This design comes from an exercise in tuning for small area, a short achievable clock period and few clock cycles per item on the open sky130 flow, not from production work. Function was checked by simulation only, so behaviour that the tests miss may differ from the original.

## flow/design.v (module list and top-level ports; edited modules follow where they fit)
// module neural_network: 63 lines
// module nn_m643c: 95 lines
// module nn_m7888: 61 lines
// module nn_m76c2: 110 lines
// module nn_m6e67: 161 lines
// module nn_pair: 4 lines
// module nn_hidx: 10 lines
// module nn_oidx: 7 lines
// module nn_tab_a0n: 523 lines
// module nn_tab_a0p: 75 lines
// module nn_tab_t1n: 523 lines
// module nn_tab_t1p: 75 lines
// module nn_tab_sign: 523 lines
// module nn_tab_sigp: 523 lines
module neural_network
(
    input          clk_i,
    input          rstn_i,
    input   [63:0] data_in_i,
    input          fire_i,
    output  [15:0] prediction_o,
    output         done_o
);
  // ...
==> flow/flow/run.sh <==
#!/bin/bash
# The standard layout with two changes after the standard synthesis:
#  - the platform's delay cells (clkdlybuf4s*, dlygate4sd*, dlymetal6s*) are
#    added to its don't-use list, so the port buffers that placement inserts
#    are plain buffers rather than delay cells;
#  - sizing may swap a cell for one of another footprint
#    (MATCH_CELL_FOOTPRINT=0; the platform sets 1).
# Each step's output goes to its own log.
set -e
bash standard.sh synth > synth.log 2>&1
DU=$(sed -n '/^export DONT_USE_CELLS/,/^$/p' "$FLOW_HOME/platforms/sky130hd/config.mk" \
     | tr -d '\\' | tr -s ' \n' ' ' | sed 's/export DONT_USE_CELLS += //; s/#.*//')
for c in clkdlybuf4s15_1 clkdlybuf4s15_2 clkdlybuf4s18_1 clkdlybuf4s18_2 \
         clkdlybuf4s25_1 clkdlybuf4s25_2 clkdlybuf4s50_1 clkdlybuf4s50_2 \
         dlygate4sd1_1 dlygate4sd2_1 dlygate4sd3_1 \
         dlymetal6s2s_1 dlymetal6s4s_1 dlymetal6s6s_1; do
    DU="$DU sky130_fd_sc_hd__$c"
done
echo "DONT_USE_CELLS=$DU" > dont_use.log
bash standard.sh "DONT_USE_CELLS=$DU" MATCH_CELL_FOOTPRINT=0 finish > layout.log 2>&1
==> flow/standard.sh <==
#!/bin/bash
# synth_recipe.tcl (not shown) runs the flow's synth.tcl, then flattens the netlist and writes it again
# the make line also repeats each setting of config.mk as NAME=value (left out here)
make -C /OpenROAD-flow-scripts/flow DESIGN_CONFIG=/design/flow/config.mk WORK_HOME=/design/flow/orfs CLKGATE_MAP_FILE= SYNTH_SCRIPT=/design/flow/synth_recipe.tcl "${@:-finish}"
==> flow/config.mk <==
export PLATFORM = sky130hd
export DESIGN_NAME = neural_network
export DESIGN_NICKNAME = neural_network
export VERILOG_FILES = /design/flow/design.v
export SDC_FILE = /design/flow/constraint.sdc
export NUM_CORES = 4
export LEC_CHECK = 0
export ABC_AREA = 1
export CAP_MARGIN = 20
export CORE_MARGIN = 2
export CORE_UTILIZATION = 45
export GPL_TIMING_DRIVEN = 0
export SETUP_SLACK_MARGIN = 0.3
export SLEW_MARGIN = 20
export SYNTH_MEMORY_MAX_BITS = 65536
==> flow/constraint.sdc <==
create_clock -name core_clock -period 10.0 [get_ports {clk_i}]
set_input_delay 2.0000 -clock core_clock [delete_from_list [all_inputs] [get_ports {clk_i}]]
set_output_delay 2.0000 -clock core_clock [all_outputs]
set_load 0.01 [all_outputs]
==> impl_metrics.ini, run 1 <==
[cts]
tritoncts = yes

[status]
status = no timing/DRC/antenna violations

[finish]
multi_input_cells = 5458
instances_no_fill = 8562
mostFrequentLayoutCells = 1,523 x nand2_1, 1,052 x inv_1, 628 x ha_1
nonClkBufAreaFrac_pct = 7.70
nNetsFinal = 8297

[yosys]
syn_area_um2 = 44100
synth-async-reset-ratio_pct = 1.54
yosysMostFrequentCell = nand2_1

[routing]
vias = 53066
dr.max_layer_used = met5
drt-met1-wl_um = 82500
drtIter0Drc = 7526

[global_routing]
grt_pass1_wl_um = 317000
grt_pass1_vias = 49741

[timing]
rsz0062_at_grt = true
slew_headroom_pct = 37.3
final_max_slew_viol_count = 0

[flow_run]
timing.max_cap.violations = 0

[place]
hpwlAfterDp_um = 165000
dp.cells = 8253

[die]
dieArea_um2 = 101000
rows = 114

[critical_path]
endpoint_kind = primary output
Testbench counts, summed over its fixed seeds: cycles 2,048, items 2,048.
==> run 2, diff against run 1 <==
--- a/flow/config.mk
+++ b/flow/config.mk
@@ -8,8 +8,7 @@
 export ABC_AREA = 1
 export CAP_MARGIN = 20
 export CORE_MARGIN = 2
-export CORE_UTILIZATION = 45
-export GPL_TIMING_DRIVEN = 0
+export CORE_UTILIZATION = 40
 export SETUP_SLACK_MARGIN = 0.3
 export SLEW_MARGIN = 20
 export SYNTH_MEMORY_MAX_BITS = 65536
==> impl_metrics.ini, run 2 <==
[yosys]
synth-async-reset-ratio_pct = 1.54
ys.flop_type = edfxtp_1
synthMuxAreaShare_pct = 0.0255
yosysSeqAreaShare_pct = 4.41
ys_types = 69
ys_seq_elements = 65
yosysMostFrequentCell = nand2_1
syn_avg_cell_area_um2 = 6.40
synth_compound_area_share_pct = 17.4
synth-xor-area-share_pct = 6.92
yosysTopAreaCell = ha_1
synthCells = 6895
synth_edf_count = 64
synth_common_cells = 1,658 x nand2_1, 1,106 x inv_1, 683 x ha_1, 549 x nand3_1, 487 x a21oi_1
syn_area_um2 = 44100
synth.area.top_cells = ha_1 19%, nand2_1 14%, fa_1 12%, inv_1 9.4%, nand3_1 6.2%
synthAdderAreaFrac_pct = 31.6
synth_top_family_by_area = adder cells
synth_simple_gate_area_share_pct = 27.5
yosysTopAreaCellShare_pct = 19.4
yosysWarningCount = 7

[cts]
h-tree-depth = 3
cts-root-buf = clkbuf_16
clock_path_buffers = 2
clkTransAtPathRegs_ns = 0.06
cts.sinks = 65
cts.hold.buffers_added = 0
cts_buffers = 9
tritoncts = yes

[place]
port_buffers = 80
hpwlAfterDp_um = 155000
gp_congestion = 1.06

[routing]
firstDrtPassIters = 8
wire_per_inst_um = 20.6
routed_wl_um = 188000
vias = 51274
drtIter0Drc = 6095
route.detailed.drc = 0
ant_nets = 0
vias_per_cell = 5.62

[finish]
nNetsFinal = 8660
num_antenna_cells = 0
mostFrequentLayoutCells = 1,602 x nand2_1, 1,080 x inv_1, 632 x ha_1
area_delta_synth_final_pct = 17.3
layout_commonest_cell = nand2_1
layout-drive-gt1-share_pct = 12.7

[timing]
slew_headroom_pct = 30.9
worst_pin_slew_ns = 1.03
fmax_ghz = 0.106
report.final.setup_viol = 0
period_share_pct = 94.6
final_max_slew_viol_count = 0
rsz0062_at_grt = true
finalCriticalPeriod_ns = 9.46
tns_ns = 0
hold_violations = 0

[critical_path]
cp.arrival_ns = 7.46
cp_max_fo = 19
critPathKind = reg -> out
start_kind = flip-flop
crit_slowest_cell = fa_2
critPathMaxStageDelay_ns = 0.50
endpoint_kind = primary output
worstPathRequired_ns = 8.00

[status]
status = no timing/DRC/antenna violations

[die]
dieArea_um2 = 113000
core_area_um2 = 109000
rows = 121
ios = 84
fp.dieW_um = 336
initial_core_util_pct = 40.4
die_height_um = 336

[global_routing]
grt_use_total_pct = 32.5
grt_pass1_vias = 49435
grt-ovfl-total = 0
grt_pass1_wl_um = 288000
antenna_found_initial = 3
grt_max_degree = 59

[flow_run]
timing.max_cap.violations = 0

[worst_hold_path]
hold_class = in -> async
## run 2: path summary, 6_finish.rpt
kind	startpoint	to	slack [ns]	cells after the start
max in group asynchronous	rstn_i	done_q	8.50	1
max	pb0_q[7]	prediction_o[2]	0.54	36
min in group core_clock	fire_i	pa1_q[1]	2.28	1
min	rstn_i	done_q	1.40	1
## run 2: per-stage QoR
stage / instances / hold WS, ns / instance area (um2) / worst slack, ns / util (%)
after global routing: 9122 / 1.40 / 51700 / 0.218 / 47.4
after global placement: 9060 / 1.76 / 49800 / 0.181 / 45.6
final: 9122 / 1.40 / 51700 / 0.538 / 47.4
after floorplan: 6897 / 1.70 / 44100 / 1.44 / -
after CTS: 9079 / 1.40 / 50300 / 0.304 / 46.0
after detailed placement: 9060 / 1.77 / 49800 / 0.292 / 45.6
## run 2: area by class of cell
class                           instances  area (um2)
Timing Repair Buffer                  968        5280
Multi-Input combinational cell       5457       38100
Sequential cell                        65        1950
Clock inverter                          7        60.1
Tap cell                             1476        1850
Inverter                             1140        4320
Clock buffer                            9         225
Fill cell                           11546       57400
## run 2: per-layer routing
metal | vias up | share of wire [%] | track usage [%]
met1 | 23666 | 40 | 42.2
met3 | 669 | 8.7 | 3.99
met4 | 4 | 5.7 | 15.2
met5 | - | 0.014 | 0
met2 | 2881 | 45 | 53.8
li1 | 24054 | - | -
## run 2: cells by family (layout without fill, tap and decap cells)
logic type	after synthesis	after routing
compound gates	1308	1308
xor+xnor	333	333
fa+ha+maj	952	952
buf+inv	1375	2124
flops	65	65
mux	1	1
other cells	1	3
simple gates	2860	2860
## run 2: worst max-delay path: cells and delay by family (launching register included)
family / cells / cell delay [ns]
AO/OA/AOI/OAI: 6 / 1.17
XOR/XNOR: 1 / 0.21
adder cells (fa/ha/maj): 4 / 1.30
buffers and inverters: 11 / 1.70
flip-flops: 1 / 0.46
AND/OR/NAND/NOR: 14 / 2.24
## run 2: repair_timing
item                                    4_1_cts  5_1_grt
buffers inserted                              3       43
pin swaps                                     3       44
endpoints found under the setup margin       12       13
cloned                                        0        0
resized for setup                            52      377
==> run 3, diff against run 2 <==
--- a/flow/config.mk
+++ b/flow/config.mk
@@ -8,7 +8,7 @@
 export ABC_AREA = 1
 export CAP_MARGIN = 20
 export CORE_MARGIN = 2
-export CORE_UTILIZATION = 40
-export SETUP_SLACK_MARGIN = 0.3
+export CORE_UTILIZATION = 45
+export SETUP_SLACK_MARGIN = 0.15
 export SLEW_MARGIN = 20
 export SYNTH_MEMORY_MAX_BITS = 65536
==> impl_metrics.ini, run 3 <==
[die]
initial_core_util_pct = 45.5
ios = 84
core_area_um2 = 96900
dieArea_um2 = 101000
fp.dieW_um = 317
die_height_um = 317
rows = 114

[routing]
routed_wl_um = 191000
vias_per_cell = 5.74
drtIter0Drc = 6112
wire_per_inst_um = 21.4
vias = 51342
ant_nets = 0
route.detailed.drc = 0
firstDrtPassIters = 10

[yosys]
synthCells = 6895
yosysTopAreaCell = ha_1
synth_edf_count = 64
syn_area_um2 = 44100
synth.area.top_cells = ha_1 19%, nand2_1 14%, fa_1 12%, inv_1 9.4%, nand3_1 6.2%
ys_types = 69
ys_seq_elements = 65
yosysSeqAreaShare_pct = 4.41
synth_common_cells = 1,658 x nand2_1, 1,106 x inv_1, 683 x ha_1, 549 x nand3_1, 487 x a21oi_1
ys.flop_type = edfxtp_1
yosysTopAreaCellShare_pct = 19.4
yosysWarningCount = 7
syn_avg_cell_area_um2 = 6.40
yosysMostFrequentCell = nand2_1
synth-async-reset-ratio_pct = 1.54

[critical_path]
crit_slowest_cell = ha_2
critPathMaxStageDelay_ns = 0.38
worstPathRequired_ns = 8.00
endpoint_kind = primary output
critical_path.most_common_cell = nand2_1
cp_max_fo = 8
critPathKind = reg -> out
cp.arrival_ns = 7.56
start_kind = flip-flop

[cts]
cts.sinks = 65
clkTransAtPathRegs_ns = 0.05
cts-root-buf = clkbuf_16
cts_buffers = 9
clock_path_buffers = 2
cts.hold.buffers_added = 0
tritoncts = yes
h-tree-depth = 3

[timing]
report.final.setup_viol = 0
fmax_ghz = 0.105
worst_pin_slew_ns = 1.02
period_share_pct = 95.6
final_max_slew_viol_count = 0
hold_violations = 0
rsz0062_at_grt = true
tns_ns = 0
slew_headroom_pct = 31.7
finalCriticalPeriod_ns = 9.56

[place]
port_buffers = 80
gp_congestion = 1.07
hpwlAfterDp_um = 159000
dp.cells = 8899

[global_routing]
grt_pass1_wl_um = 290000
grt_pass1_vias = 49474
grt-ovfl-total = 0
grt_use_total_pct = 37.2
antenna_found_initial = 4
grt_max_degree = 77

[finish]
mostFrequentLayoutCells = 1,613 x nand2_1, 1,091 x inv_1, 654 x ha_1
multiInputGateArea_um2 = 37600
area_delta_synth_final_pct = 15.9
fin_util_pct = 52.8
nNetsFinal = 8678
register_area_um2 = 1950
instances_no_fill = 8942
layout_commonest_cell = nand2_1
fill_cells = 10119
layout-drive-gt1-share_pct = 12.1

[flow_run]
timing.max_cap.violations = 0

[worst_hold_path]
hold_class = in -> async

[status]
status = no timing/DRC/antenna violations
## run 3: kinds of logic after synthesis
group | Yosys count | share of synthesized area [%]
AND/OR/NAND/NOR | 2860 | 27.5
buffers and inverters | 1375 | 12.2
AO/OA/AOI/OAI | 1308 | 17.4
adder cells (fa/ha/maj) | 952 | 31.6
XOR/XNOR | 333 | 6.92
flip-flops | 65 | 4.41
other | 1 | 0.00850
multiplexers | 1 | 0.0255
## run 3: how the worst max path moves through the flow
stage,from,endpoint,slack (ns)
floorplan,pa0_q[6],prediction_o[3],1.44
global placement,pa0_q[3],prediction_o[0],0.31
detailed placement,pb0_q[3],prediction_o[3],0.39
CTS,pb1_q[8],prediction_o[3],0.16
global route,pb0_q[7],prediction_o[0],0.06
finish,pb1_q[7],prediction_o[3],0.44
## run 3: layout make-up
type	count	share of cell area, %
antenna	2	0.00979
clock buffer	10	0.448
clock inverter	6	0.208
inverter	1140	8.40
multi-input combinational	5457	73.6
sequential	65	3.81
tap	1276	3.12
timing repair buffer	986	10.4
## run 3: worst max-delay path: cells and delay by family, from the launching register on
kind	cells	cell delay, ns
buf+inv	9	1.34
simple gates	17	1.93
flops	1	0.36
fa+ha+maj	5	1.57
compound gates	8	1.78
xor+xnor	1	0.19
## run 3: repair_timing
item / CTS / global route
gates resized for setup: 13 / 285
endpoints found under the setup margin: 7 / 13
pin swaps: 0 / 19
buffers inserted: 0 / 23
gates cloned: 0 / 2
## run 3: metrics by stage
stage	setup slack [ns]	instance area (um2)	hold slack, ns
6_report	0.440	51100	1.40
5_1_grt	0.0636	51100	1.39
4_1_cts	0.156	50100	1.39
3_5_place_dp	0.392	49700	1.77
3_3_place_gp	0.311	49700	1.77
2_1_floorplan	1.44	44100	1.70
## run 3: per-layer routing
metal / GRT usage, % / up-vias / routed length [um]
met5: 0 / - / 23
met4: 21.5 / 4 / 13200
met3: 5.97 / 755 / 15800
met2: 61.3 / 2769 / 86800
met1: 46.1 / 23710 / 75700
li1: - / 24104 / -

afterwards: timing with drivers on the ports:
The flow's constraints put no driver on any port. The routed layouts listed below were extracted and timed again, unchanged, in two steps.
Step 1, drivers: a clkbuf_16 drives clk_i and a buf_2 each remaining input, both assumed.
Step 2, shift: input delay + t, output delay - t, t = (earliest + latest rising clock arrival at the registers) / 2. This alone moves slack from input paths to output paths.
Slacks: no drivers / after step 1 / after step 2; pairs: no drivers / after step 1.
run | t, ns | slack for setup (ns) | worst hold slack (ns) | worst data-port slew with drivers (ns)
run 1 | 0.388 | 0.244 / 0.196 / 0.422 | 1.405 / 1.379 / 1.766 | 0.09
run 2 | 0.394 | 0.538 / 0.486 / 0.589 | 1.402 / 1.373 / 1.767 | 0.05
run 3 | 0.400 | 0.440 / 0.392 / 0.587 | 1.399 / 1.375 / 1.775 | 0.04
After both steps setup and hold are still met in every run listed.
